What follows belongs to an exercise in optimizing a design on an open flow for small area and a short achievable clock period; a production flow would make more cautious choices.
Where RTL was checked, it was by simulation tests only, not by an equivalence proof against the original.
Only the layout flow was run in run 1; the RTL was not checked for function there.
Power figures rest on the tool's default switching activity, not on a simulated workload.

==> flow/design.v (outline; a module is shown in full before it is edited, if it fits) <==
// module mult_cell: 4 lines
// module mult_ha: 4 lines
// module mult_or2: 3 lines
// module mult_and2: 3 lines
// module mult_ao21: 3 lines
// module mult_man: 1628 lines
module mult_man (
  input clk, input rstn, input data_rdy,
  input [16:0] mult1_signed, input [16:0] mult2_signed,
  output [31:0] res, output [33:0] res_signed, output res_rdy, output [32:0] res_final);
  // ...
==> flow/run.sh <==
#!/bin/bash
# synth_recipe.tcl (not shown) runs the flow's synth.tcl, then flattens the netlist and writes it again
# the make line also repeats each setting of config.mk as NAME=value (left out here)
make -C /OpenROAD-flow-scripts/flow DESIGN_CONFIG=/design/flow/config.mk WORK_HOME=/design/flow/orfs CLKGATE_MAP_FILE= SYNTH_SCRIPT=/design/flow/synth_recipe.tcl finish
==> flow/config.mk <==
export PLATFORM = sky130hd
export DESIGN_NAME = mult_man
export DESIGN_NICKNAME = mult_man
export VERILOG_FILES = /design/flow/design.v
export SDC_FILE = /design/flow/constraint.sdc
export NUM_CORES = 4
export LEC_CHECK = 0
export ABC_CLOCK_PERIOD_IN_PS = 2000
export CAP_MARGIN = 20
export CORE_MARGIN = 2
export CORE_UTILIZATION = 40
export SLEW_MARGIN = 20
export SYNTH_HIERARCHICAL = 1
==> flow/constraint.sdc <==
create_clock -name core_clock -period 4.5 [get_ports {clk}]
set_input_delay 0.9000 -clock core_clock [delete_from_list [all_inputs] [get_ports {clk}]]
set_output_delay 0.9000 -clock core_clock [all_outputs]
set_load 0.01 [all_outputs]
==> impl_metrics.py, run 1 <==
metrics = {
    "final_layout": {
        "most-common-layout-cells": "and2_1, dfxtp_1, fa_1",
        "reg_top3": "rs_q (33), r_q (31)",
        "clock_buffers": 49,
    },
    "placed_design": {
        "dp_slack_ns": 1.66,
        "place_inst": 2033,
    },
    "global_routing": {
        "track_usage_pct": 15.5,
        "met1_usage_pct": 21.4,
        "grt_pass1_wl_um": 53600,
        "grt_pass1_vias": 10000,
    },
    "min_path": {
        "hold-path-endpoint": "p3_c29_1",
        "hold_depth": 0,
        "min_path_type": "reg -> reg",
    },
    "yosys": {
        "netlist_area_mm2": 0.0165,
        "synth-compound-area-share_pct": 3.13,
        "ys.flop_type": "dfxtp_1",
        "yosysUniqueCellTypes": 20,
        "synthArstFlopShare_pct": 23.5,
        "synth_top_area_share_pct": 27.2,
        "synthSimpleGateAreaFrac_pct": 20.5,
    },
    "sta": {
        "fin_crit_ns": 2.64,
        "holdWs_ns": 0.325,
        "slew_headroom_pct": 44.4,
    },
    "floorplanning": {
        "taps": 532,
        "die-area_mm2": 0.0430,
        "initial_core_util_pct": 40.5,
    },
    "critical_path": {
        "crit_cells": 4,
        "critPathCapture": "p2_c14_3",
        "crit_family": "adder cells",
    },
    "clock_tree": {
        "cts.sinks": 294,
    },
    "drt": {
        "wl_met3_um": 1880,
        "met2_length_um": 14500,
        "firstDrtPassIters": 4,
        "via_count": 9428,
        "wire_per_inst_um": 15.3,
    },
    "run_status": {
        "status": "timing/DRC/antenna clean",
    },
    "power": {
        "p_int_mw": 7.90,
        "clk-power_mw": 2.86,
        "power.total_mw": 11.9,
    },
}
==> run 2: changes to the inputs <==
--- a/flow/design.v
+++ b/flow/design.v
@@ -1130,297 +1130,301 @@
   wire pp832 = p3_c28_0 | p3_c28_1;
   wire hh833 = p3_c28_0 ^ p3_c28_1;
   wire gg834 = p3_c29_0 & p3_c29_1;
   wire pp835 = p3_c29_0 | p3_c29_1;
   wire hh836 = p3_c29_0 ^ p3_c29_1;
   wire gg837 = p3_c30_0 & p3_c30_1;
   wire pp838 = p3_c30_0 | p3_c30_1;
   wire hh839 = p3_c30_0 ^ p3_c30_1;
-  wire g840;
-  mult_ao21 u841 (.a(gg768), .b(pp769), .c(gg765), .y(g840));
+  wire n840;
+  mult_and2 u841 (.a(p3_c3_0), .b(p3_c2_0), .y(n840));
   wire n842;
-  mult_and2 u843 (.a(pp769), .b(pp766), .y(n842));
+  mult_and2 u843 (.a(pp763), .b(p3_c4_0), .y(n842));
   wire g844;
-  mult_ao21 u845 (.a(gg774), .b(pp775), .c(gg771), .y(g844));
+  mult_ao21 u845 (.a(gg768), .b(pp769), .c(gg765), .y(g844));
   wire n846;
-  mult_and2 u847 (.a(pp775), .b(pp772), .y(n846));
+  mult_and2 u847 (.a(pp769), .b(pp766), .y(n846));
   wire g848;
-  mult_ao21 u849 (.a(gg780), .b(pp781), .c(gg777), .y(g848));
+  mult_ao21 u849 (.a(gg774), .b(pp775), .c(gg771), .y(g848));
   wire n850;
-  mult_and2 u851 (.a(pp781), .b(pp778), .y(n850));
+  mult_and2 u851 (.a(pp775), .b(pp772), .y(n850));
   wire g852;
-  mult_ao21 u853 (.a(gg786), .b(pp787), .c(gg783), .y(g852));
+  mult_ao21 u853 (.a(gg780), .b(pp781), .c(gg777), .y(g852));
   wire n854;
-  mult_and2 u855 (.a(pp787), .b(pp784), .y(n854));
+  mult_and2 u855 (.a(pp781), .b(pp778), .y(n854));
   wire g856;
-  mult_ao21 u857 (.a(gg792), .b(pp793), .c(gg789), .y(g856));
+  mult_ao21 u857 (.a(gg786), .b(pp787), .c(gg783), .y(g856));
   wire n858;
-  mult_and2 u859 (.a(pp793), .b(pp790), .y(n858));
+  mult_and2 u859 (.a(pp787), .b(pp784), .y(n858));
   wire g860;
-  mult_ao21 u861 (.a(gg798), .b(pp799), .c(gg795), .y(g860));
+  mult_ao21 u861 (.a(gg792), .b(pp793), .c(gg789), .y(g860));
   wire n862;
-  mult_and2 u863 (.a(pp799), .b(pp796), .y(n862));
+  mult_and2 u863 (.a(pp793), .b(pp790), .y(n862));
   wire g864;
-  mult_ao21 u865 (.a(gg804), .b(pp805), .c(gg801), .y(g864));
+  mult_ao21 u865 (.a(gg798), .b(pp799), .c(gg795), .y(g864));
   wire n866;
-  mult_and2 u867 (.a(pp805), .b(pp802), .y(n866));
+  mult_and2 u867 (.a(pp799), .b(pp796), .y(n866));
   wire g868;
-  mult_ao21 u869 (.a(gg810), .b(pp811), .c(gg807), .y(g868));
+  mult_ao21 u869 (.a(gg804), .b(pp805), .c(gg801), .y(g868));
   wire n870;
-  mult_and2 u871 (.a(pp811), .b(pp808), .y(n870));
+  mult_and2 u871 (.a(pp805), .b(pp802), .y(n870));
   wire g872;
-  mult_ao21 u873 (.a(gg816), .b(pp817), .c(gg813), .y(g872));
+  mult_ao21 u873 (.a(gg810), .b(pp811), .c(gg807), .y(g872));
   wire n874;
-  mult_and2 u875 (.a(pp817), .b(pp814), .y(n874));
+  mult_and2 u875 (.a(pp811), .b(pp808), .y(n874));
   wire g876;
-  mult_ao21 u877 (.a(gg822), .b(pp823), .c(gg819), .y(g876));
+  mult_ao21 u877 (.a(gg816), .b(pp817), .c(gg813), .y(g876));
   wire n878;
-  mult_and2 u879 (.a(pp823), .b(pp820), .y(n878));
+  mult_and2 u879 (.a(pp817), .b(pp814), .y(n878));
   wire g880;
-  mult_ao21 u881 (.a(gg828), .b(pp829), .c(gg825), .y(g880));
+  mult_ao21 u881 (.a(gg822), .b(pp823), .c(gg819), .y(g880));
   wire n882;
-  mult_and2 u883 (.a(pp829), .b(pp826), .y(n882));
+  mult_and2 u883 (.a(pp823), .b(pp820), .y(n882));
   wire g884;
-  mult_ao21 u885 (.a(gg834), .b(pp835), .c(gg831), .y(g884));
+  mult_ao21 u885 (.a(gg828), .b(pp829), .c(gg825), .y(g884));
   wire n886;
-  mult_and2 u887 (.a(pp835), .b(pp832), .y(n886));
-  wire n888;
-  mult_and2 u889 (.a(1'b0), .b(gg837), .y(n888));
+  mult_and2 u887 (.a(pp829), .b(pp826), .y(n886));
+  wire g888;
+  mult_ao21 u889 (.a(gg834), .b(pp835), .c(gg831), .y(g888));
   wire n890;
-  mult_and2 u891 (.a(1'b0), .b(pp838), .y(n890));
+  mult_and2 u891 (.a(pp835), .b(pp832), .y(n890));
   wire n892;
-  mult_and2 u893 (.a(p3_c2_0), .b(gg759), .y(n892));
+  mult_and2 u893 (.a(1'b0), .b(gg837), .y(n892));
   wire n894;
-  mult_and2 u895 (.a(p3_c3_0), .b(gg759), .y(n894));
-  wire g896;
-  mult_ao21 u897 (.a(gg765), .b(pp766), .c(gg762), .y(g896));
+  mult_and2 u895 (.a(1'b0), .b(pp838), .y(n894));
+  wire n896;
+  mult_and2 u897 (.a(p3_c2_0), .b(gg759), .y(n896));
   wire n898;
-  mult_and2 u899 (.a(pp766), .b(pp763), .y(n898));
+  mult_and2 u899 (.a(n840), .b(gg759), .y(n898));
   wire g900;
-  mult_ao21 u901 (.a(g840), .b(n842), .c(gg762), .y(g900));
+  mult_ao21 u901 (.a(gg765), .b(pp766), .c(gg762), .y(g900));
   wire n902;
-  mult_and2 u903 (.a(n842), .b(pp763), .y(n902));
+  mult_and2 u903 (.a(pp766), .b(n842), .y(n902));
   wire g904;
-  mult_ao21 u905 (.a(gg777), .b(pp778), .c(g844), .y(g904));
+  mult_ao21 u905 (.a(g844), .b(n846), .c(gg762), .y(g904));
   wire n906;
-  mult_and2 u907 (.a(pp778), .b(n846), .y(n906));
+  mult_and2 u907 (.a(n846), .b(n842), .y(n906));
   wire g908;
-  mult_ao21 u909 (.a(g848), .b(n850), .c(g844), .y(g908));
+  mult_ao21 u909 (.a(gg777), .b(pp778), .c(g848), .y(g908));
   wire n910;
-  mult_and2 u911 (.a(n850), .b(n846), .y(n910));
+  mult_and2 u911 (.a(pp778), .b(n850), .y(n910));
   wire g912;
-  mult_ao21 u913 (.a(gg789), .b(pp790), .c(g852), .y(g912));
+  mult_ao21 u913 (.a(g852), .b(n854), .c(g848), .y(g912));
   wire n914;
-  mult_and2 u915 (.a(pp790), .b(n854), .y(n914));
+  mult_and2 u915 (.a(n854), .b(n850), .y(n914));
   wire g916;
-  mult_ao21 u917 (.a(g856), .b(n858), .c(g852), .y(g916));
+  mult_ao21 u917 (.a(gg789), .b(pp790), .c(g856), .y(g916));
   wire n918;
-  mult_and2 u919 (.a(n858), .b(n854), .y(n918));
+  mult_and2 u919 (.a(pp790), .b(n858), .y(n918));
   wire g920;
-  mult_ao21 u921 (.a(gg801), .b(pp802), .c(g860), .y(g920));
+  mult_ao21 u921 (.a(g860), .b(n862), .c(g856), .y(g920));
   wire n922;
-  mult_and2 u923 (.a(pp802), .b(n862), .y(n922));
+  mult_and2 u923 (.a(n862), .b(n858), .y(n922));
   wire g924;
-  mult_ao21 u925 (.a(g864), .b(n866), .c(g860), .y(g924));
+  mult_ao21 u925 (.a(gg801), .b(pp802), .c(g864), .y(g924));
   wire n926;
-  mult_and2 u927 (.a(n866), .b(n862), .y(n926));
+  mult_and2 u927 (.a(pp802), .b(n866), .y(n926));
   wire g928;
-  mult_ao21 u929 (.a(gg813), .b(pp814), .c(g868), .y(g928));
+  mult_ao21 u929 (.a(g868), .b(n870), .c(g864), .y(g928));
   wire n930;
-  mult_and2 u931 (.a(pp814), .b(n870), .y(n930));
+  mult_and2 u931 (.a(n870), .b(n866), .y(n930));
   wire g932;
-  mult_ao21 u933 (.a(g872), .b(n874), .c(g868), .y(g932));
+  mult_ao21 u933 (.a(gg813), .b(pp814), .c(g872), .y(g932));
   wire n934;
-  mult_and2 u935 (.a(n874), .b(n870), .y(n934));
+  mult_and2 u935 (.a(pp814), .b(n874), .y(n934));
   wire g936;
-  mult_ao21 u937 (.a(gg825), .b(pp826), .c(g876), .y(g936));
+  mult_ao21 u937 (.a(g876), .b(n878), .c(g872), .y(g936));
   wire n938;
-  mult_and2 u939 (.a(pp826), .b(n878), .y(n938));
+  mult_and2 u939 (.a(n878), .b(n874), .y(n938));
   wire g940;
-  mult_ao21 u941 (.a(g880), .b(n882), .c(g876), .y(g940));
+  mult_ao21 u941 (.a(gg825), .b(pp826), .c(g880), .y(g940));
   wire n942;
-  mult_and2 u943 (.a(n882), .b(n878), .y(n942));
+  mult_and2 u943 (.a(pp826), .b(n882), .y(n942));
   wire g944;
-  mult_ao21 u945 (.a(gg837), .b(pp838), .c(g884), .y(g944));
+  mult_ao21 u945 (.a(g884), .b(n886), .c(g880), .y(g944));
   wire n946;
-  mult_and2 u947 (.a(pp838), .b(n886), .y(n946));
+  mult_and2 u947 (.a(n886), .b(n882), .y(n946));
   wire g948;
-  mult_ao21 u949 (.a(n888), .b(n890), .c(g884), .y(g948));
+  mult_ao21 u949 (.a(gg837), .b(pp838), .c(g888), .y(g948));
   wire n950;
-  mult_and2 u951 (.a(n890), .b(n886), .y(n950));
-  wire n952;
-  mult_and2 u953 (.a(p3_c4_0), .b(n894), .y(n952));
-  wire g954;
-  mult_ao21 u955 (.a(gg762), .b(pp763), .c(n894), .y(g954));
-  wire g956;
-  mult_ao21 u957 (.a(g896), .b(n898), .c(n894), .y(g956));
+  mult_and2 u951 (.a(pp838), .b(n890), .y(n950));
+  wire g952;
+  mult_ao21 u953 (.a(n892), .b(n894), .c(g888), .y(g952));
+  wire n954;
+  mult_and2 u955 (.a(n894), .b(n890), .y(n954));
+  wire n956;
+  mult_and2 u957 (.a(p3_c4_0), .b(n898), .y(n956));
   wire g958;
-  mult_ao21 u959 (.a(g900), .b(n902), .c(n894), .y(g958));
+  mult_ao21 u959 (.a(gg762), .b(n842), .c(n898), .y(g958));
   wire g960;
-  mult_ao21 u961 (.a(gg783), .b(pp784), .c(g908), .y(g960));
-  wire n962;
-  mult_and2 u963 (.a(pp784), .b(n910), .y(n962));
+  mult_ao21 u961 (.a(g900), .b(n902), .c(n898), .y(g960));
+  wire g962;
+  mult_ao21 u963 (.a(g904), .b(n906), .c(n898), .y(g962));
   wire g964;
-  mult_ao21 u965 (.a(g852), .b(n854), .c(g908), .y(g964));
+  mult_ao21 u965 (.a(gg783), .b(pp784), .c(g912), .y(g964));
   wire n966;
-  mult_and2 u967 (.a(n854), .b(n910), .y(n966));
+  mult_and2 u967 (.a(pp784), .b(n914), .y(n966));
   wire g968;
-  mult_ao21 u969 (.a(g912), .b(n914), .c(g908), .y(g968));
+  mult_ao21 u969 (.a(g856), .b(n858), .c(g912), .y(g968));
   wire n970;
-  mult_and2 u971 (.a(n914), .b(n910), .y(n970));
+  mult_and2 u971 (.a(n858), .b(n914), .y(n970));
   wire g972;
-  mult_ao21 u973 (.a(g916), .b(n918), .c(g908), .y(g972));
+  mult_ao21 u973 (.a(g916), .b(n918), .c(g912), .y(g972));
   wire n974;
-  mult_and2 u975 (.a(n918), .b(n910), .y(n974));
+  mult_and2 u975 (.a(n918), .b(n914), .y(n974));
   wire g976;
-  mult_ao21 u977 (.a(gg807), .b(pp808), .c(g924), .y(g976));
+  mult_ao21 u977 (.a(g920), .b(n922), .c(g912), .y(g976));
   wire n978;
-  mult_and2 u979 (.a(pp808), .b(n926), .y(n978));
+  mult_and2 u979 (.a(n922), .b(n914), .y(n978));
   wire g980;
-  mult_ao21 u981 (.a(g868), .b(n870), .c(g924), .y(g980));
+  mult_ao21 u981 (.a(gg807), .b(pp808), .c(g928), .y(g980));
   wire n982;
-  mult_and2 u983 (.a(n870), .b(n926), .y(n982));
+  mult_and2 u983 (.a(pp808), .b(n930), .y(n982));
   wire g984;
-  mult_ao21 u985 (.a(g928), .b(n930), .c(g924), .y(g984));
+  mult_ao21 u985 (.a(g872), .b(n874), .c(g928), .y(g984));
   wire n986;
-  mult_and2 u987 (.a(n930), .b(n926), .y(n986));
+  mult_and2 u987 (.a(n874), .b(n930), .y(n986));
   wire g988;
-  mult_ao21 u989 (.a(g932), .b(n934), .c(g924), .y(g988));
+  mult_ao21 u989 (.a(g932), .b(n934), .c(g928), .y(g988));
   wire n990;
-  mult_and2 u991 (.a(n934), .b(n926), .y(n990));
+  mult_and2 u991 (.a(n934), .b(n930), .y(n990));
   wire g992;
-  mult_ao21 u993 (.a(gg831), .b(pp832), .c(g940), .y(g992));
+  mult_ao21 u993 (.a(g936), .b(n938), .c(g928), .y(g992));
   wire n994;
-  mult_and2 u995 (.a(pp832), .b(n942), .y(n994));
+  mult_and2 u995 (.a(n938), .b(n930), .y(n994));
   wire g996;
-  mult_ao21 u997 (.a(g884), .b(n886), .c(g940), .y(g996));
+  mult_ao21 u997 (.a(gg831), .b(pp832), .c(g944), .y(g996));
   wire n998;
-  mult_and2 u999 (.a(n886), .b(n942), .y(n998));
+  mult_and2 u999 (.a(pp832), .b(n946), .y(n998));
   wire g1000;
-  mult_ao21 u1001 (.a(g944), .b(n946), .c(g940), .y(g1000));
+  mult_ao21 u1001 (.a(g888), .b(n890), .c(g944), .y(g1000));
   wire n1002;
-  mult_and2 u1003 (.a(n946), .b(n942), .y(n1002));
+  mult_and2 u1003 (.a(n890), .b(n946), .y(n1002));
   wire g1004;
-  mult_ao21 u1005 (.a(g948), .b(n950), .c(g940), .y(g1004));
+  mult_ao21 u1005 (.a(g948), .b(n950), .c(g944), .y(g1004));
   wire n1006;
-  mult_and2 u1007 (.a(n950), .b(n942), .y(n1006));
+  mult_and2 u1007 (.a(n950), .b(n946), .y(n1006));
   wire g1008;
-  mult_ao21 u1009 (.a(gg771), .b(pp772), .c(g958), .y(g1008));
-  wire g1010;
-  mult_ao21 u1011 (.a(g844), .b(n846), .c(g958), .y(g1010));
+  mult_ao21 u1009 (.a(g952), .b(n954), .c(g944), .y(g1008));
+  wire n1010;
+  mult_and2 u1011 (.a(n954), .b(n946), .y(n1010));
   wire g1012;
-  mult_ao21 u1013 (.a(g904), .b(n906), .c(g958), .y(g1012));
+  mult_ao21 u1013 (.a(gg771), .b(pp772), .c(g962), .y(g1012));
   wire g1014;
-  mult_ao21 u1015 (.a(g908), .b(n910), .c(g958), .y(g1014));
+  mult_ao21 u1015 (.a(g848), .b(n850), .c(g962), .y(g1014));
   wire g1016;
-  mult_ao21 u1017 (.a(g960), .b(n962), .c(g958), .y(g1016));
+  mult_ao21 u1017 (.a(g908), .b(n910), .c(g962), .y(g1016));
   wire g1018;
-  mult_ao21 u1019 (.a(g964), .b(n966), .c(g958), .y(g1018));
+  mult_ao21 u1019 (.a(g912), .b(n914), .c(g962), .y(g1018));
   wire g1020;
-  mult_ao21 u1021 (.a(g968), .b(n970), .c(g958), .y(g1020));
+  mult_ao21 u1021 (.a(g964), .b(n966), .c(g962), .y(g1020));
   wire g1022;
-  mult_ao21 u1023 (.a(g972), .b(n974), .c(g958), .y(g1022));
+  mult_ao21 u1023 (.a(g968), .b(n970), .c(g962), .y(g1022));
   wire g1024;
-  mult_ao21 u1025 (.a(gg819), .b(pp820), .c(g988), .y(g1024));
-  wire n1026;
-  mult_and2 u1027 (.a(pp820), .b(n990), .y(n1026));
+  mult_ao21 u1025 (.a(g972), .b(n974), .c(g962), .y(g1024));
+  wire g1026;
+  mult_ao21 u1027 (.a(g976), .b(n978), .c(g962), .y(g1026));
   wire g1028;
-  mult_ao21 u1029 (.a(g876), .b(n878), .c(g988), .y(g1028));
+  mult_ao21 u1029 (.a(gg819), .b(pp820), .c(g992), .y(g1028));
   wire n1030;
-  mult_and2 u1031 (.a(n878), .b(n990), .y(n1030));
+  mult_and2 u1031 (.a(pp820), .b(n994), .y(n1030));
   wire g1032;
-  mult_ao21 u1033 (.a(g936), .b(n938), .c(g988), .y(g1032));
+  mult_ao21 u1033 (.a(g880), .b(n882), .c(g992), .y(g1032));
   wire n1034;
-  mult_and2 u1035 (.a(n938), .b(n990), .y(n1034));
+  mult_and2 u1035 (.a(n882), .b(n994), .y(n1034));
   wire g1036;
-  mult_ao21 u1037 (.a(g940), .b(n942), .c(g988), .y(g1036));
+  mult_ao21 u1037 (.a(g940), .b(n942), .c(g992), .y(g1036));
   wire n1038;
-  mult_and2 u1039 (.a(n942), .b(n990), .y(n1038));
+  mult_and2 u1039 (.a(n942), .b(n994), .y(n1038));
   wire g1040;
-  mult_ao21 u1041 (.a(g992), .b(n994), .c(g988), .y(g1040));
+  mult_ao21 u1041 (.a(g944), .b(n946), .c(g992), .y(g1040));
   wire n1042;
-  mult_and2 u1043 (.a(n994), .b(n990), .y(n1042));
+  mult_and2 u1043 (.a(n946), .b(n994), .y(n1042));
   wire g1044;
-  mult_ao21 u1045 (.a(g996), .b(n998), .c(g988), .y(g1044));
+  mult_ao21 u1045 (.a(g996), .b(n998), .c(g992), .y(g1044));
   wire n1046;
-  mult_and2 u1047 (.a(n998), .b(n990), .y(n1046));
+  mult_and2 u1047 (.a(n998), .b(n994), .y(n1046));
   wire g1048;
-  mult_ao21 u1049 (.a(g1000), .b(n1002), .c(g988), .y(g1048));
+  mult_ao21 u1049 (.a(g1000), .b(n1002), .c(g992), .y(g1048));
   wire n1050;
-  mult_and2 u1051 (.a(n1002), .b(n990), .y(n1050));
+  mult_and2 u1051 (.a(n1002), .b(n994), .y(n1050));
   wire g1052;
-  mult_ao21 u1053 (.a(g1004), .b(n1006), .c(g988), .y(g1052));
+  mult_ao21 u1053 (.a(g1004), .b(n1006), .c(g992), .y(g1052));
   wire n1054;
-  mult_and2 u1055 (.a(n1006), .b(n990), .y(n1054));
+  mult_and2 u1055 (.a(n1006), .b(n994), .y(n1054));
   wire g1056;
-  mult_ao21 u1057 (.a(gg795), .b(pp796), .c(g1022), .y(g1056));
-  wire g1058;
-  mult_ao21 u1059 (.a(g860), .b(n862), .c(g1022), .y(g1058));
+  mult_ao21 u1057 (.a(g1008), .b(n1010), .c(g992), .y(g1056));
+  wire n1058;
+  mult_and2 u1059 (.a(n1010), .b(n994), .y(n1058));
   wire g1060;
-  mult_ao21 u1061 (.a(g920), .b(n922), .c(g1022), .y(g1060));
+  mult_ao21 u1061 (.a(gg795), .b(pp796), .c(g1026), .y(g1060));
   wire g1062;
-  mult_ao21 u1063 (.a(g924), .b(n926), .c(g1022), .y(g1062));
+  mult_ao21 u1063 (.a(g864), .b(n866), .c(g1026), .y(g1062));
   wire g1064;
-  mult_ao21 u1065 (.a(g976), .b(n978), .c(g1022), .y(g1064));
+  mult_ao21 u1065 (.a(g924), .b(n926), .c(g1026), .y(g1064));
   wire g1066;
-  mult_ao21 u1067 (.a(g980), .b(n982), .c(g1022), .y(g1066));
+  mult_ao21 u1067 (.a(g928), .b(n930), .c(g1026), .y(g1066));
   wire g1068;
-  mult_ao21 u1069 (.a(g984), .b(n986), .c(g1022), .y(g1068));
+  mult_ao21 u1069 (.a(g980), .b(n982), .c(g1026), .y(g1068));
   wire g1070;
-  mult_ao21 u1071 (.a(g988), .b(n990), .c(g1022), .y(g1070));
+  mult_ao21 u1071 (.a(g984), .b(n986), .c(g1026), .y(g1070));
   wire g1072;
-  mult_ao21 u1073 (.a(g1024), .b(n1026), .c(g1022), .y(g1072));
+  mult_ao21 u1073 (.a(g988), .b(n990), .c(g1026), .y(g1072));
   wire g1074;
-  mult_ao21 u1075 (.a(g1028), .b(n1030), .c(g1022), .y(g1074));
+  mult_ao21 u1075 (.a(g992), .b(n994), .c(g1026), .y(g1074));
   wire g1076;
-  mult_ao21 u1077 (.a(g1032), .b(n1034), .c(g1022), .y(g1076));
+  mult_ao21 u1077 (.a(g1028), .b(n1030), .c(g1026), .y(g1076));
   wire g1078;
-  mult_ao21 u1079 (.a(g1036), .b(n1038), .c(g1022), .y(g1078));
+  mult_ao21 u1079 (.a(g1032), .b(n1034), .c(g1026), .y(g1078));
   wire g1080;
-  mult_ao21 u1081 (.a(g1040), .b(n1042), .c(g1022), .y(g1080));
+  mult_ao21 u1081 (.a(g1036), .b(n1038), .c(g1026), .y(g1080));
   wire g1082;
-  mult_ao21 u1083 (.a(g1044), .b(n1046), .c(g1022), .y(g1082));
+  mult_ao21 u1083 (.a(g1040), .b(n1042), .c(g1026), .y(g1082));
   wire g1084;
-  mult_ao21 u1085 (.a(g1048), .b(n1050), .c(g1022), .y(g1084));
+  mult_ao21 u1085 (.a(g1044), .b(n1046), .c(g1026), .y(g1084));
   wire g1086;
-  mult_ao21 u1087 (.a(g1052), .b(n1054), .c(g1022), .y(g1086));
+  mult_ao21 u1087 (.a(g1048), .b(n1050), .c(g1026), .y(g1086));
+  wire g1088;
+  mult_ao21 u1089 (.a(g1052), .b(n1054), .c(g1026), .y(g1088));
+  wire g1090;
+  mult_ao21 u1091 (.a(g1056), .b(n1058), .c(g1026), .y(g1090));
   wire [31:0] sum;
   assign sum[0] = p3_c0_0;
   assign sum[1] = hh761 ^ 1'b0;
   assign sum[2] = p3_c2_0 ^ gg759;
-  assign sum[3] = p3_c3_0 ^ n892;
-  assign sum[4] = p3_c4_0 ^ n894;
-  assign sum[5] = hh764 ^ n952;
-  assign sum[6] = hh767 ^ g954;
-  assign sum[7] = hh770 ^ g956;
-  assign sum[8] = hh773 ^ g958;
-  assign sum[9] = hh776 ^ g1008;
-  assign sum[10] = hh779 ^ g1010;
-  assign sum[11] = hh782 ^ g1012;
-  assign sum[12] = hh785 ^ g1014;
-  assign sum[13] = hh788 ^ g1016;
-  assign sum[14] = hh791 ^ g1018;
-  assign sum[15] = hh794 ^ g1020;
-  assign sum[16] = hh797 ^ g1022;
-  assign sum[17] = hh800 ^ g1056;
-  assign sum[18] = hh803 ^ g1058;
-  assign sum[19] = hh806 ^ g1060;
-  assign sum[20] = hh809 ^ g1062;
-  assign sum[21] = hh812 ^ g1064;
-  assign sum[22] = hh815 ^ g1066;
-  assign sum[23] = hh818 ^ g1068;
-  assign sum[24] = hh821 ^ g1070;
-  assign sum[25] = hh824 ^ g1072;
-  assign sum[26] = hh827 ^ g1074;
-  assign sum[27] = hh830 ^ g1076;
-  assign sum[28] = hh833 ^ g1078;
-  assign sum[29] = hh836 ^ g1080;
-  assign sum[30] = hh839 ^ g1082;
-  assign sum[31] = 1'b0 ^ g1084;
+  assign sum[3] = p3_c3_0 ^ n896;
+  assign sum[4] = p3_c4_0 ^ n898;
+  assign sum[5] = hh764 ^ n956;
+  assign sum[6] = hh767 ^ g958;
+  assign sum[7] = hh770 ^ g960;
+  assign sum[8] = hh773 ^ g962;
+  assign sum[9] = hh776 ^ g1012;
+  assign sum[10] = hh779 ^ g1014;
+  assign sum[11] = hh782 ^ g1016;
+  assign sum[12] = hh785 ^ g1018;
+  assign sum[13] = hh788 ^ g1020;
+  assign sum[14] = hh791 ^ g1022;
+  assign sum[15] = hh794 ^ g1024;
+  assign sum[16] = hh797 ^ g1026;
+  assign sum[17] = hh800 ^ g1060;
+  assign sum[18] = hh803 ^ g1062;
+  assign sum[19] = hh806 ^ g1064;
+  assign sum[20] = hh809 ^ g1066;
+  assign sum[21] = hh812 ^ g1068;
+  assign sum[22] = hh815 ^ g1070;
+  assign sum[23] = hh818 ^ g1072;
+  assign sum[24] = hh821 ^ g1074;
+  assign sum[25] = hh824 ^ g1076;
+  assign sum[26] = hh827 ^ g1078;
+  assign sum[27] = hh830 ^ g1080;
+  assign sum[28] = hh833 ^ g1082;
+  assign sum[29] = hh836 ^ g1084;
+  assign sum[30] = hh839 ^ g1086;
+  assign sum[31] = 1'b0 ^ g1088;
   reg p4_s_0; always @(posedge clk) p4_s_0 <= sum[0];
   reg p4_s_1; always @(posedge clk) p4_s_1 <= sum[1];
   reg p4_s_2; always @(posedge clk) p4_s_2 <= sum[2];
   reg p4_s_3; always @(posedge clk) p4_s_3 <= sum[3];
   reg p4_s_4; always @(posedge clk) p4_s_4 <= sum[4];
   reg p4_s_5; always @(posedge clk) p4_s_5 <= sum[5];
   reg p4_s_6; always @(posedge clk) p4_s_6 <= sum[6];
   reg p4_s_7; always @(posedge clk) p4_s_7 <= sum[7];
@@ -1445,199 +1449,199 @@
   reg p4_s_26; always @(posedge clk) p4_s_26 <= sum[26];
   reg p4_s_27; always @(posedge clk) p4_s_27 <= sum[27];
   reg p4_s_28; always @(posedge clk) p4_s_28 <= sum[28];
   reg p4_s_29; always @(posedge clk) p4_s_29 <= sum[29];
   reg p4_s_30; always @(posedge clk) p4_s_30 <= sum[30];
   reg p4_s_31; always @(posedge clk) p4_s_31 <= sum[31];
   reg p4_n_0; always @(posedge clk) p4_n_0 <= p3_n_0;
   reg v4; always @(posedge clk or negedge rstn) if (!rstn) v4 <= 1'b0; else v4 <= v3;
-  wire o1088;
-  mult_or2 u1089 (.a(p4_s_1), .b(p4_s_0), .y(o1088));
-  wire o1090;
-  mult_or2 u1091 (.a(p4_s_3), .b(p4_s_2), .y(o1090));
   wire o1092;
-  mult_or2 u1093 (.a(p4_s_5), .b(p4_s_4), .y(o1092));
+  mult_or2 u1093 (.a(p4_s_1), .b(p4_s_0), .y(o1092));
   wire o1094;
-  mult_or2 u1095 (.a(p4_s_7), .b(p4_s_6), .y(o1094));
+  mult_or2 u1095 (.a(p4_s_3), .b(p4_s_2), .y(o1094));
   wire o1096;
-  mult_or2 u1097 (.a(p4_s_9), .b(p4_s_8), .y(o1096));
+  mult_or2 u1097 (.a(p4_s_5), .b(p4_s_4), .y(o1096));
   wire o1098;
-  mult_or2 u1099 (.a(p4_s_11), .b(p4_s_10), .y(o1098));
+  mult_or2 u1099 (.a(p4_s_7), .b(p4_s_6), .y(o1098));
   wire o1100;
-  mult_or2 u1101 (.a(p4_s_13), .b(p4_s_12), .y(o1100));
+  mult_or2 u1101 (.a(p4_s_9), .b(p4_s_8), .y(o1100));
   wire o1102;
-  mult_or2 u1103 (.a(p4_s_15), .b(p4_s_14), .y(o1102));
+  mult_or2 u1103 (.a(p4_s_11), .b(p4_s_10), .y(o1102));
   wire o1104;
-  mult_or2 u1105 (.a(p4_s_17), .b(p4_s_16), .y(o1104));
+  mult_or2 u1105 (.a(p4_s_13), .b(p4_s_12), .y(o1104));
   wire o1106;
-  mult_or2 u1107 (.a(p4_s_19), .b(p4_s_18), .y(o1106));
+  mult_or2 u1107 (.a(p4_s_15), .b(p4_s_14), .y(o1106));
   wire o1108;
-  mult_or2 u1109 (.a(p4_s_21), .b(p4_s_20), .y(o1108));
+  mult_or2 u1109 (.a(p4_s_17), .b(p4_s_16), .y(o1108));
   wire o1110;
-  mult_or2 u1111 (.a(p4_s_23), .b(p4_s_22), .y(o1110));
+  mult_or2 u1111 (.a(p4_s_19), .b(p4_s_18), .y(o1110));
   wire o1112;
-  mult_or2 u1113 (.a(p4_s_25), .b(p4_s_24), .y(o1112));
+  mult_or2 u1113 (.a(p4_s_21), .b(p4_s_20), .y(o1112));
   wire o1114;
-  mult_or2 u1115 (.a(p4_s_27), .b(p4_s_26), .y(o1114));
+  mult_or2 u1115 (.a(p4_s_23), .b(p4_s_22), .y(o1114));
   wire o1116;
-  mult_or2 u1117 (.a(p4_s_29), .b(p4_s_28), .y(o1116));
+  mult_or2 u1117 (.a(p4_s_25), .b(p4_s_24), .y(o1116));
   wire o1118;
-  mult_or2 u1119 (.a(p4_s_2), .b(o1088), .y(o1118));
+  mult_or2 u1119 (.a(p4_s_27), .b(p4_s_26), .y(o1118));
   wire o1120;
-  mult_or2 u1121 (.a(o1090), .b(o1088), .y(o1120));
+  mult_or2 u1121 (.a(p4_s_29), .b(p4_s_28), .y(o1120));
   wire o1122;
-  mult_or2 u1123 (.a(p4_s_6), .b(o1092), .y(o1122));
+  mult_or2 u1123 (.a(p4_s_2), .b(o1092), .y(o1122));
   wire o1124;
   mult_or2 u1125 (.a(o1094), .b(o1092), .y(o1124));
   wire o1126;
-  mult_or2 u1127 (.a(p4_s_10), .b(o1096), .y(o1126));
+  mult_or2 u1127 (.a(p4_s_6), .b(o1096), .y(o1126));
   wire o1128;
   mult_or2 u1129 (.a(o1098), .b(o1096), .y(o1128));
   wire o1130;
-  mult_or2 u1131 (.a(p4_s_14), .b(o1100), .y(o1130));
+  mult_or2 u1131 (.a(p4_s_10), .b(o1100), .y(o1130));
   wire o1132;
   mult_or2 u1133 (.a(o1102), .b(o1100), .y(o1132));
   wire o1134;
-  mult_or2 u1135 (.a(p4_s_18), .b(o1104), .y(o1134));
+  mult_or2 u1135 (.a(p4_s_14), .b(o1104), .y(o1134));
   wire o1136;
   mult_or2 u1137 (.a(o1106), .b(o1104), .y(o1136));
   wire o1138;
-  mult_or2 u1139 (.a(p4_s_22), .b(o1108), .y(o1138));
+  mult_or2 u1139 (.a(p4_s_18), .b(o1108), .y(o1138));
   wire o1140;
   mult_or2 u1141 (.a(o1110), .b(o1108), .y(o1140));
   wire o1142;
-  mult_or2 u1143 (.a(p4_s_26), .b(o1112), .y(o1142));
+  mult_or2 u1143 (.a(p4_s_22), .b(o1112), .y(o1142));
   wire o1144;
   mult_or2 u1145 (.a(o1114), .b(o1112), .y(o1144));
   wire o1146;
-  mult_or2 u1147 (.a(p4_s_30), .b(o1116), .y(o1146));
+  mult_or2 u1147 (.a(p4_s_26), .b(o1116), .y(o1146));
   wire o1148;
-  mult_or2 u1149 (.a(p4_s_4), .b(o1120), .y(o1148));
+  mult_or2 u1149 (.a(o1118), .b(o1116), .y(o1148));
   wire o1150;
-  mult_or2 u1151 (.a(o1092), .b(o1120), .y(o1150));
+  mult_or2 u1151 (.a(p4_s_30), .b(o1120), .y(o1150));
   wire o1152;
-  mult_or2 u1153 (.a(o1122), .b(o1120), .y(o1152));
+  mult_or2 u1153 (.a(p4_s_4), .b(o1124), .y(o1152));
   wire o1154;
-  mult_or2 u1155 (.a(o1124), .b(o1120), .y(o1154));
+  mult_or2 u1155 (.a(o1096), .b(o1124), .y(o1154));
   wire o1156;
-  mult_or2 u1157 (.a(p4_s_12), .b(o1128), .y(o1156));
+  mult_or2 u1157 (.a(o1126), .b(o1124), .y(o1156));
   wire o1158;
-  mult_or2 u1159 (.a(o1100), .b(o1128), .y(o1158));
+  mult_or2 u1159 (.a(o1128), .b(o1124), .y(o1158));
   wire o1160;
-  mult_or2 u1161 (.a(o1130), .b(o1128), .y(o1160));
+  mult_or2 u1161 (.a(p4_s_12), .b(o1132), .y(o1160));
   wire o1162;
-  mult_or2 u1163 (.a(o1132), .b(o1128), .y(o1162));
+  mult_or2 u1163 (.a(o1104), .b(o1132), .y(o1162));
   wire o1164;
-  mult_or2 u1165 (.a(p4_s_20), .b(o1136), .y(o1164));
+  mult_or2 u1165 (.a(o1134), .b(o1132), .y(o1164));
   wire o1166;
-  mult_or2 u1167 (.a(o1108), .b(o1136), .y(o1166));
+  mult_or2 u1167 (.a(o1136), .b(o1132), .y(o1166));
   wire o1168;
-  mult_or2 u1169 (.a(o1138), .b(o1136), .y(o1168));
+  mult_or2 u1169 (.a(p4_s_20), .b(o1140), .y(o1168));
   wire o1170;
-  mult_or2 u1171 (.a(o1140), .b(o1136), .y(o1170));
+  mult_or2 u1171 (.a(o1112), .b(o1140), .y(o1170));
   wire o1172;
-  mult_or2 u1173 (.a(p4_s_28), .b(o1144), .y(o1172));
+  mult_or2 u1173 (.a(o1142), .b(o1140), .y(o1172));
   wire o1174;
-  mult_or2 u1175 (.a(o1116), .b(o1144), .y(o1174));
+  mult_or2 u1175 (.a(o1144), .b(o1140), .y(o1174));
   wire o1176;
-  mult_or2 u1177 (.a(o1146), .b(o1144), .y(o1176));
+  mult_or2 u1177 (.a(p4_s_28), .b(o1148), .y(o1176));
   wire o1178;
-  mult_or2 u1179 (.a(p4_s_8), .b(o1154), .y(o1178));
+  mult_or2 u1179 (.a(o1120), .b(o1148), .y(o1178));
   wire o1180;
-  mult_or2 u1181 (.a(o1096), .b(o1154), .y(o1180));
+  mult_or2 u1181 (.a(o1150), .b(o1148), .y(o1180));
   wire o1182;
-  mult_or2 u1183 (.a(o1126), .b(o1154), .y(o1182));
+  mult_or2 u1183 (.a(p4_s_8), .b(o1158), .y(o1182));
   wire o1184;
-  mult_or2 u1185 (.a(o1128), .b(o1154), .y(o1184));
+  mult_or2 u1185 (.a(o1100), .b(o1158), .y(o1184));
   wire o1186;
-  mult_or2 u1187 (.a(o1156), .b(o1154), .y(o1186));
+  mult_or2 u1187 (.a(o1130), .b(o1158), .y(o1186));
   wire o1188;
-  mult_or2 u1189 (.a(o1158), .b(o1154), .y(o1188));
+  mult_or2 u1189 (.a(o1132), .b(o1158), .y(o1188));
   wire o1190;
-  mult_or2 u1191 (.a(o1160), .b(o1154), .y(o1190));
+  mult_or2 u1191 (.a(o1160), .b(o1158), .y(o1190));
   wire o1192;
-  mult_or2 u1193 (.a(o1162), .b(o1154), .y(o1192));
+  mult_or2 u1193 (.a(o1162), .b(o1158), .y(o1192));
   wire o1194;
-  mult_or2 u1195 (.a(p4_s_24), .b(o1170), .y(o1194));
+  mult_or2 u1195 (.a(o1164), .b(o1158), .y(o1194));
   wire o1196;
-  mult_or2 u1197 (.a(o1112), .b(o1170), .y(o1196));
+  mult_or2 u1197 (.a(o1166), .b(o1158), .y(o1196));
   wire o1198;
-  mult_or2 u1199 (.a(o1142), .b(o1170), .y(o1198));
+  mult_or2 u1199 (.a(p4_s_24), .b(o1174), .y(o1198));
   wire o1200;
-  mult_or2 u1201 (.a(o1144), .b(o1170), .y(o1200));
+  mult_or2 u1201 (.a(o1116), .b(o1174), .y(o1200));
   wire o1202;
-  mult_or2 u1203 (.a(o1172), .b(o1170), .y(o1202));
+  mult_or2 u1203 (.a(o1146), .b(o1174), .y(o1202));
   wire o1204;
-  mult_or2 u1205 (.a(o1174), .b(o1170), .y(o1204));
+  mult_or2 u1205 (.a(o1148), .b(o1174), .y(o1204));
   wire o1206;
-  mult_or2 u1207 (.a(o1176), .b(o1170), .y(o1206));
+  mult_or2 u1207 (.a(o1176), .b(o1174), .y(o1206));
   wire o1208;
-  mult_or2 u1209 (.a(p4_s_16), .b(o1192), .y(o1208));
+  mult_or2 u1209 (.a(o1178), .b(o1174), .y(o1208));
   wire o1210;
-  mult_or2 u1211 (.a(o1104), .b(o1192), .y(o1210));
+  mult_or2 u1211 (.a(o1180), .b(o1174), .y(o1210));
   wire o1212;
-  mult_or2 u1213 (.a(o1134), .b(o1192), .y(o1212));
+  mult_or2 u1213 (.a(p4_s_16), .b(o1196), .y(o1212));
   wire o1214;
-  mult_or2 u1215 (.a(o1136), .b(o1192), .y(o1214));
+  mult_or2 u1215 (.a(o1108), .b(o1196), .y(o1214));
   wire o1216;
-  mult_or2 u1217 (.a(o1164), .b(o1192), .y(o1216));
+  mult_or2 u1217 (.a(o1138), .b(o1196), .y(o1216));
   wire o1218;
-  mult_or2 u1219 (.a(o1166), .b(o1192), .y(o1218));
+  mult_or2 u1219 (.a(o1140), .b(o1196), .y(o1218));
   wire o1220;
-  mult_or2 u1221 (.a(o1168), .b(o1192), .y(o1220));
+  mult_or2 u1221 (.a(o1168), .b(o1196), .y(o1220));
   wire o1222;
-  mult_or2 u1223 (.a(o1170), .b(o1192), .y(o1222));
+  mult_or2 u1223 (.a(o1170), .b(o1196), .y(o1222));
   wire o1224;
-  mult_or2 u1225 (.a(o1194), .b(o1192), .y(o1224));
+  mult_or2 u1225 (.a(o1172), .b(o1196), .y(o1224));
   wire o1226;
-  mult_or2 u1227 (.a(o1196), .b(o1192), .y(o1226));
+  mult_or2 u1227 (.a(o1174), .b(o1196), .y(o1226));
   wire o1228;
-  mult_or2 u1229 (.a(o1198), .b(o1192), .y(o1228));
+  mult_or2 u1229 (.a(o1198), .b(o1196), .y(o1228));
   wire o1230;
-  mult_or2 u1231 (.a(o1200), .b(o1192), .y(o1230));
+  mult_or2 u1231 (.a(o1200), .b(o1196), .y(o1230));
   wire o1232;
-  mult_or2 u1233 (.a(o1202), .b(o1192), .y(o1232));
+  mult_or2 u1233 (.a(o1202), .b(o1196), .y(o1232));
   wire o1234;
-  mult_or2 u1235 (.a(o1204), .b(o1192), .y(o1234));
+  mult_or2 u1235 (.a(o1204), .b(o1196), .y(o1234));
   wire o1236;
-  mult_or2 u1237 (.a(o1206), .b(o1192), .y(o1236));
+  mult_or2 u1237 (.a(o1206), .b(o1196), .y(o1236));
+  wire o1238;
+  mult_or2 u1239 (.a(o1208), .b(o1196), .y(o1238));
+  wire o1240;
+  mult_or2 u1241 (.a(o1210), .b(o1196), .y(o1240));
   wire [33:0] sgn;
   assign sgn[0] = p4_s_0;
   assign sgn[1] = p4_s_1 ^ (p4_n_0 & p4_s_0);
-  assign sgn[2] = p4_s_2 ^ (p4_n_0 & o1088);
-  assign sgn[3] = p4_s_3 ^ (p4_n_0 & o1118);
-  assign sgn[4] = p4_s_4 ^ (p4_n_0 & o1120);
-  assign sgn[5] = p4_s_5 ^ (p4_n_0 & o1148);
-  assign sgn[6] = p4_s_6 ^ (p4_n_0 & o1150);
-  assign sgn[7] = p4_s_7 ^ (p4_n_0 & o1152);
-  assign sgn[8] = p4_s_8 ^ (p4_n_0 & o1154);
-  assign sgn[9] = p4_s_9 ^ (p4_n_0 & o1178);
-  assign sgn[10] = p4_s_10 ^ (p4_n_0 & o1180);
-  assign sgn[11] = p4_s_11 ^ (p4_n_0 & o1182);
-  assign sgn[12] = p4_s_12 ^ (p4_n_0 & o1184);
-  assign sgn[13] = p4_s_13 ^ (p4_n_0 & o1186);
-  assign sgn[14] = p4_s_14 ^ (p4_n_0 & o1188);
-  assign sgn[15] = p4_s_15 ^ (p4_n_0 & o1190);
-  assign sgn[16] = p4_s_16 ^ (p4_n_0 & o1192);
-  assign sgn[17] = p4_s_17 ^ (p4_n_0 & o1208);
-  assign sgn[18] = p4_s_18 ^ (p4_n_0 & o1210);
-  assign sgn[19] = p4_s_19 ^ (p4_n_0 & o1212);
-  assign sgn[20] = p4_s_20 ^ (p4_n_0 & o1214);
-  assign sgn[21] = p4_s_21 ^ (p4_n_0 & o1216);
-  assign sgn[22] = p4_s_22 ^ (p4_n_0 & o1218);
-  assign sgn[23] = p4_s_23 ^ (p4_n_0 & o1220);
-  assign sgn[24] = p4_s_24 ^ (p4_n_0 & o1222);
-  assign sgn[25] = p4_s_25 ^ (p4_n_0 & o1224);
-  assign sgn[26] = p4_s_26 ^ (p4_n_0 & o1226);
-  assign sgn[27] = p4_s_27 ^ (p4_n_0 & o1228);
-  assign sgn[28] = p4_s_28 ^ (p4_n_0 & o1230);
-  assign sgn[29] = p4_s_29 ^ (p4_n_0 & o1232);
-  assign sgn[30] = p4_s_30 ^ (p4_n_0 & o1234);
-  assign sgn[31] = p4_s_31 ^ (p4_n_0 & o1236);
+  assign sgn[2] = p4_s_2 ^ (p4_n_0 & o1092);
+  assign sgn[3] = p4_s_3 ^ (p4_n_0 & o1122);
+  assign sgn[4] = p4_s_4 ^ (p4_n_0 & o1124);
+  assign sgn[5] = p4_s_5 ^ (p4_n_0 & o1152);
+  assign sgn[6] = p4_s_6 ^ (p4_n_0 & o1154);
+  assign sgn[7] = p4_s_7 ^ (p4_n_0 & o1156);
+  assign sgn[8] = p4_s_8 ^ (p4_n_0 & o1158);
+  assign sgn[9] = p4_s_9 ^ (p4_n_0 & o1182);
+  assign sgn[10] = p4_s_10 ^ (p4_n_0 & o1184);
+  assign sgn[11] = p4_s_11 ^ (p4_n_0 & o1186);
+  assign sgn[12] = p4_s_12 ^ (p4_n_0 & o1188);
+  assign sgn[13] = p4_s_13 ^ (p4_n_0 & o1190);
+  assign sgn[14] = p4_s_14 ^ (p4_n_0 & o1192);
+  assign sgn[15] = p4_s_15 ^ (p4_n_0 & o1194);
+  assign sgn[16] = p4_s_16 ^ (p4_n_0 & o1196);
+  assign sgn[17] = p4_s_17 ^ (p4_n_0 & o1212);
+  assign sgn[18] = p4_s_18 ^ (p4_n_0 & o1214);
+  assign sgn[19] = p4_s_19 ^ (p4_n_0 & o1216);
+  assign sgn[20] = p4_s_20 ^ (p4_n_0 & o1218);
+  assign sgn[21] = p4_s_21 ^ (p4_n_0 & o1220);
+  assign sgn[22] = p4_s_22 ^ (p4_n_0 & o1222);
+  assign sgn[23] = p4_s_23 ^ (p4_n_0 & o1224);
+  assign sgn[24] = p4_s_24 ^ (p4_n_0 & o1226);
+  assign sgn[25] = p4_s_25 ^ (p4_n_0 & o1228);
+  assign sgn[26] = p4_s_26 ^ (p4_n_0 & o1230);
+  assign sgn[27] = p4_s_27 ^ (p4_n_0 & o1232);
+  assign sgn[28] = p4_s_28 ^ (p4_n_0 & o1234);
+  assign sgn[29] = p4_s_29 ^ (p4_n_0 & o1236);
+  assign sgn[30] = p4_s_30 ^ (p4_n_0 & o1238);
+  assign sgn[31] = p4_s_31 ^ (p4_n_0 & o1240);
   assign sgn[33:32] = {p4_n_0, p4_n_0};
   wire [31:0] pf = {p4_s_31,p4_s_30,p4_s_29,p4_s_28,p4_s_27,p4_s_26,p4_s_25,p4_s_24,p4_s_23,p4_s_22,p4_s_21,p4_s_20,p4_s_19,p4_s_18,p4_s_17,p4_s_16,p4_s_15,p4_s_14,p4_s_13,p4_s_12,p4_s_11,p4_s_10,p4_s_9,p4_s_8,p4_s_7,p4_s_6,p4_s_5,p4_s_4,p4_s_3,p4_s_2,p4_s_1,p4_s_0};
   wire vf = v4;
   reg [31:0] r_q; reg [33:0] rs_q; reg rdy_q;
   always @(posedge clk or negedge rstn)
     if (!rstn) begin r_q <= 32'd0; rs_q <= 34'd0; rdy_q <= 1'b0; end
     else begin rdy_q <= vf; r_q <= vf ? pf : 32'd0; rs_q <= vf ? sgn : 34'd0; end
   assign res = r_q; assign res_signed = rs_q; assign res_rdy = rdy_q;
==> impl_metrics.py, run 2 <==
metrics = {
    "run_status": {
        "status": "timing/DRC/antenna clean",
    },
    "final_layout": {
        "final_core_util_pct": 46.8,
        "antenna_cells": 0,
        "drive_gt1_share_pct": 5.46,
        "syn_to_final_growth_pct": 15.4,
        "fillers": 3765,
        "largest_reg_flops": 33,
        "nets": 1835,
        "most-common-layout-cells": "and2_1, dfxtp_1, fa_1",
        "final_area_mm2": 0.0191,
        "final_common_cell": "and2_1",
        "reg_top3": "rs_q (33), r_q (31)",
        "instances_no_fill": 2090,
        "top_register": "rs_q",
    },
    "yosys": {
        "synthArstFlopShare_pct": 23.5,
        "avgSynthCellArea_um2": 11.5,
        "ys.flop_type": "dfxtp_1",
        "synth_cells": 1445,
        "synthTopCellsByCount": "and2_1, dfxtp_1, fa_1",
        "yosysMostFrequentCell": "and2_1",
        "synth_edf_count": 0,
        "netlist_area_mm2": 0.0166,
        "synth.yosys.seq_area_share_pct": 37.6,
        "syn-num-nets": 1745,
        "yosysUniqueCellTypes": 20,
        "synth_top_area_share_pct": 27.2,
        "synth_area_leaders": "dfxtp_1, fa_1, and2_1",
        "synth_warnings": 7,
        "yosys.area.top_type": "dfxtp_1",
        "synth_seq_cells": 294,
    },
    "min_path": {
        "min_from": "p3_c0_0",
        "min_path_type": "reg -> reg",
        "hold-path-endpoint": "p4_s_0",
        "hold_depth": 0,
    },
    "sta": {
        "rsz0062_at_grt": "no",
        "setup_slack_ns": 1.87,
        "tightestPinTransition_ns": 0.837,
        "min_period_over_period_pct": 58.3,
        "setup_tns_ns": 0,
        "fmax_mhz": 381,
        "hold_violations": 0,
        "fin_skew_ns": 0.0260,
        "setup_viol": 0,
        "slew_headroom_pct": 44.2,
        "holdWs_ns": 0.325,
        "slew_violations": 0,
        "fin_crit_ns": 2.63,
    },
    "floorplanning": {
        "chipHeight_um": 207,
        "ios": 137,
        "die_x_um": 207,
        "rows": 74,
        "die-area_mm2": 0.0430,
        "core_area_mm2": 0.0408,
        "initial_core_util_pct": 40.5,
    },
    "power": {
        "ir_drop_mv": 0.285,
        "leakagePower_nw": 8.71,
        "power_density_mw_per_mm2": 598,
        "power.total_mw": 11.4,
    },
    "drt": {
        "wire_per_inst_um": 15.2,
        "vias_per_cell": 4.48,
        "drt_iter0_drc": 283,
        "firstDrtPassIters": 4,
        "drt-total-wl_um": 31700,
        "via_count": 9358,
        "ant_nets": 0,
        "drc": 0,
    },
    "placed_design": {
        "place_inst": 2034,
        "dp_slack_ns": 1.71,
        "dpl-instance-area_mm2": 0.0181,
        "dp_hpwl_um": 23200,
        "place_congestion": 0.820,
        "io_buffers": 135,
    },
    "critical_path": {
        "rr_worst_depth": 4,
        "r2r-start": "p1_am_7",
        "timing.rr.end": "p2_c19_4",
        "reg2reg_setup_slack_ns": 1.87,
        "cp_common_cell": "fa_1",
        "crit_arrival_ns": 3.04,
        "cp_slowest_cell": "dfxtp_1",
        "crit_fanout": 16,
        "crit_type": "reg -> reg",
        "required_ns": 4.92,
        "crit_chain": "and2_1 -> fa_1 -> fa_1 -> fa_1",
        "max_stage_delay_ns": 0.81,
        "start_kind": "register",
        "cp-end-kind": "register",
        "setup.worst_path.start": "p1_am_7",
    },
    "flow_run": {
        "drv_cap": 0,
    },
    "global_routing": {
        "antenna_found_initial": 0,
        "grt_pass1_wl_um": 53300,
        "grt_max_degree": 70,
        "grt_pass1_vias": 10100,
        "grt.overflow.total": 0,
        "track_usage_pct": 15.3,
    },
    "clock_tree": {
        "clkSlewWorstSetupHoldPaths_ns": 0.06,
        "cts_root_buf": "clkbuf_16",
        "ctsResizeCount": 0,
        "clk_path_buf_depth": 3,
        "cts_tree": "done",
        "hold_buffers": 0,
        "cts.sinks": 294,
        "insertion_delay_ns": 0.56,
        "htreeDepth": 1,
        "cts_setup_buffers": 0,
        "cts_buffers": 31,
    },
}
## run 2: kinds of logic (layout without fill, tap and decap cells)
family                     after synthesis  in the layout  share of synthesized area, %
and+or+nand+nor                        569            569                          20.6
DFF                                    294            294                          37.6
adders and majority gates              263            263                          28.9
buffers and inverters                  158            271                          4.47
AOI/OAI and AO/OA                       69             69                          3.13
xor gates and xnor gates                60             60                          3.18
muxes                                   31             31                          2.11
other                                    1              1                        0.0227
## run 2: area by class of cell
class                      count  area (um2)  share of cell area (%)
clock buffer                  41         875                    4.58
clock inverter                15        97.6                   0.511
inverter                      78         293                    1.53
multi-input combinational    993        9580                    50.1
sequential                   294        6230                    32.6
tap                          532         666                    3.48
timing repair buffer         137        1360                    7.13
## run 2: worst max path at each step
stage | endpoint | depth (start not counted)
6_report | p2_c19_4 | 4
5_1_grt | p2_c14_3 | 4
4_1_cts | p2_c14_3 | 4
3_5_place_dp | p1_bm_13 | 7
3_3_place_gp | p1_bm_11 | 7
2_1_floorplan | p2_c14_3 | 5
## run 2: critical path, delay by kind of cell (launching register included)
kind | cells | cell delay, ns
adder cells (fa/ha/maj) | 3 | 1.42
AND/OR/NAND/NOR | 1 | 0.25
flip-flops | 1 | 0.81
## run 2: layer usage
metal | vias up | wire (um) | GRT usage, %
li1 | 4546 | - | -
met4 | 0 | 519 | 4.58
met3 | 42 | 2140 | 3.18
met2 | 238 | 14100 | 24.4
met5 | - | 0 | 0
met1 | 4532 | 15000 | 21.0
## run 2: power breakdown
group | internal [mW] | switching, mW | total, mW | leakage, nW
registers | 3.68 | 0.644 | 4.33 | 2.77
logic | 2.44 | 2.26 | 4.70 | 5.45
clock network | 1.37 | 1.02 | 2.39 | 0.482
## run 2: modules after synthesis (local to each module, per instance)
module | copies in the design | flip-flops and latches
mult_and2 | 48 | 0
mult_cell | 198 | 0
mult_man | 1 | 294
mult_or2 | 139 | 0
mult_ao21 | 69 | 0
mult_ha | 12 | 0
==> run 3: changes to the inputs <==
--- a/flow/config.mk
+++ b/flow/config.mk
@@ -9,5 +9,6 @@
 export CAP_MARGIN = 20
 export CORE_MARGIN = 2
 export CORE_UTILIZATION = 40
+export SETUP_SLACK_MARGIN = 2.4
 export SLEW_MARGIN = 20
 export SYNTH_HIERARCHICAL = 1
==> impl_metrics.py, run 3 <==
metrics = {
    "run_status": {
        "status": "timing/DRC/antenna clean",
    },
    "sta": {
        "setup_tns_ns": 0,
        "tightestPinTransition_ns": 0.744,
        "hold_violations": 0,
        "setup_viol": 0,
        "fmax_mhz": 441,
        "setup_slack_ns": 2.23,
        "slew_violations": 0,
        "min_period_over_period_pct": 50.4,
        "holdWs_ns": 0.320,
        "rsz0062_at_grt": "yes",
        "fin_skew_ns": 0.0188,
        "slew_headroom_pct": 50.4,
        "fin_crit_ns": 2.27,
    },
    "drt": {
        "drt-total-wl_um": 34500,
        "drt_iter0_drc": 311,
        "wire_per_inst_um": 16.0,
        "via_count": 9787,
        "drc": 0,
        "ant_nets": 0,
        "firstDrtPassIters": 4,
        "vias_per_cell": 4.54,
    },
    "global_routing": {
        "grt_pass1_wl_um": 55800,
        "grt_max_degree": 66,
        "antenna_found_initial": 1,
        "grt.overflow.total": 0,
        "track_usage_pct": 16.1,
        "grt_pass1_vias": 10400,
    },
    "yosys": {
        "synth_cells": 1445,
        "synth_top_area_share_pct": 27.2,
        "yosysUniqueCellTypes": 20,
        "synth_seq_cells": 294,
        "synth_warnings": 7,
        "ys.flop_type": "dfxtp_1",
        "yosysMostFrequentCell": "and2_1",
        "yosys.area.top_type": "dfxtp_1",
        "synth_area_leaders": "dfxtp_1, fa_1, and2_1",
        "synth.yosys.seq_area_share_pct": 37.6,
        "synthArstFlopShare_pct": 23.5,
        "synthTopCellsByCount": "and2_1, dfxtp_1, fa_1",
        "syn-num-nets": 1745,
        "synth_edf_count": 0,
        "netlist_area_mm2": 0.0166,
        "avgSynthCellArea_um2": 11.5,
    },
    "clock_tree": {
        "cts_buffers": 31,
        "htreeDepth": 1,
        "cts_root_buf": "clkbuf_16",
        "hold_buffers": 0,
        "insertion_delay_ns": 0.57,
        "clkSlewWorstSetupHoldPaths_ns": 0.06,
        "clk_path_buf_depth": 3,
        "cts_tree": "done",
        "cts.sinks": 294,
    },
    "power": {
        "ir_drop_mv": 0.334,
        "power.total_mw": 11.7,
        "leakagePower_nw": 9.30,
        "power_density_mw_per_mm2": 589,
    },
    "floorplanning": {
        "die-area_mm2": 0.0430,
        "core_area_mm2": 0.0408,
        "die_x_um": 207,
        "chipHeight_um": 207,
        "rows": 74,
        "initial_core_util_pct": 40.5,
        "ios": 137,
    },
    "final_layout": {
        "top_register": "rs_q",
        "final_area_mm2": 0.0199,
        "antenna_cells": 0,
        "nets": 1900,
        "syn_to_final_growth_pct": 20.4,
        "drive_gt1_share_pct": 23.9,
        "instances_no_fill": 2157,
        "reg_top3": "rs_q (33), r_q (31)",
        "most-common-layout-cells": "and2_1, dfxtp_1, or2_1",
        "fillers": 3703,
        "final_common_cell": "and2_1",
        "final_core_util_pct": 48.8,
        "largest_reg_flops": 33,
    },
    "critical_path": {
        "cp-end-kind": "register",
        "reg2reg_setup_slack_ns": 2.23,
        "start_kind": "register",
        "crit_arrival_ns": 2.70,
        "crit_type": "reg -> reg",
        "required_ns": 4.93,
        "crit_fanout": 6,
    },
    "placed_design": {
        "dpl-instance-area_mm2": 0.0182,
        "dp_hpwl_um": 23700,
        "io_buffers": 135,
        "dp_slack_ns": 1.77,
        "place_inst": 2034,
        "place_congestion": 0.830,
    },
    "min_path": {
        "min_path_type": "reg -> reg",
    },
    "flow_run": {
        "drv_cap": 0,
    },
}
run 3: cell counts after synthesis:
Identical to the previous run, type by type.
run 3: cell type report:
class,count,area [um2],share of cell area (%)
Multi-Input combinational cell,996,9960,50.0
Tap cell,532,666,3.34
Clock inverter,14,143,0.716
Clock buffer,44,928,4.66
Sequential cell,294,6360,31.9
Timing Repair Buffer,199,1580,7.92
Inverter,78,293,1.47
run 3: modules after synthesis (local to each module, per instance):
| module | times used | flops+latches | cells inside | area [um2] |
|---|---|---|---|---|
| mult_and2 | 48 | 0 | 1 | 6.26 |
| mult_ao21 | 69 | 0 | 1 | 7.51 |
| mult_cell | 198 | 0 | 1 | 20.0 |
| mult_ha | 12 | 0 | 1 | 12.5 |
| mult_man | 1 | 294 | 979 | 10700 |
| mult_or2 | 139 | 0 | 1 | 6.26 |
run 3: where the power goes:
group / internal (mW) / switching, mW
Combinational: 2.45 / 2.39
Sequential: 3.70 / 0.603
Clock: 1.56 / 1.04
Total: 7.70 / 4.03
run 3: worst paths after layout:
path | depth (start not counted) | from | to
min in group asynchronous | 1 | rstn | r_q[4]
max reg2reg | 5 | p1_am_0 | p2_c10_2
min reg2reg | 0 | p2_c1_0 | p3_c1_0
min | 0 | p2_c1_0 | p3_c1_0
max | 5 | p1_am_0 | p2_c10_2
max in group asynchronous | 2 | rstn | r_q[29]
run 3: logic make-up after synthesis:
| kind of cell | synth area share (%) |
|---|---|
| other | 0.0227 |
| AND/OR/NAND/NOR | 20.6 |
| multiplexers | 2.11 |
| AO/OA/AOI/OAI | 3.13 |
| XOR/XNOR | 3.18 |
| buffers and inverters | 4.47 |
| flip-flops | 37.6 |
| adder cells (fa/ha/maj) | 28.9 |
run 3: metal layers:
metal  GRT usage [%]  part of all wire [%]  vias up
met5               0                 0.035        -
li1                -                     -     4681
met3            2.66                   5.7       54
met1            22.1                    46     4817
met2            26.0                    46      233
met4            4.88                   2.6        2
run 3: repair_timing:
action                     4_1_cts  5_1_grt
cloned                           1        2
setup endpoints to repair      206      141
buffers inserted                47       15
pin swaps                       49       34
resized for setup              452      104
run 3: worst max-delay path: stages, from the launching register on:
cell and delay [ns]:
dfxtp_4 0.38, buf_4 0.15, and2_1 0.16, fa_1 0.44, fa_1 0.53, fa_2 0.46

## separate check: timing with driven ports
In the flow no input, the clock included, has a driving cell. The finished layouts below were timed again as built, in two steps.
Step 1 (the two cells are an assumption about what drives the block):
set clk [get_ports {clk}]
set_driving_cell -lib_cell sky130_fd_sc_hd__clkbuf_16 $clk
set_driving_cell -lib_cell sky130_fd_sc_hd__buf_2 [delete_from_list [all_inputs] $clk]
Step 2 also shifts input and output timing later by t, the mid clock arrival at the registers, as if the neighbouring blocks saw the same clock.
Three values: ideal, step 1, step 2; two values: the first two.
run | t, ns | setup WS [ns] | slew at the worst register clock pin (ns) | pins driven straight from the clock port
run 1 | 0.554 | 1.857 / 1.857 / 1.691 | 0.06 / 0.06 | 1
run 2 | 0.597 | 1.875 / 1.875 / 1.689 | 0.07 / 0.07 | 1
run 3 | 0.617 | 2.233 / 2.233 / 1.818 | 0.07 / 0.07 | 1
After both steps every run listed still meets setup and hold. The setup slack of run 3, which loses most, moves by 0.000 ns with the drivers and by -0.415 ns with both steps.
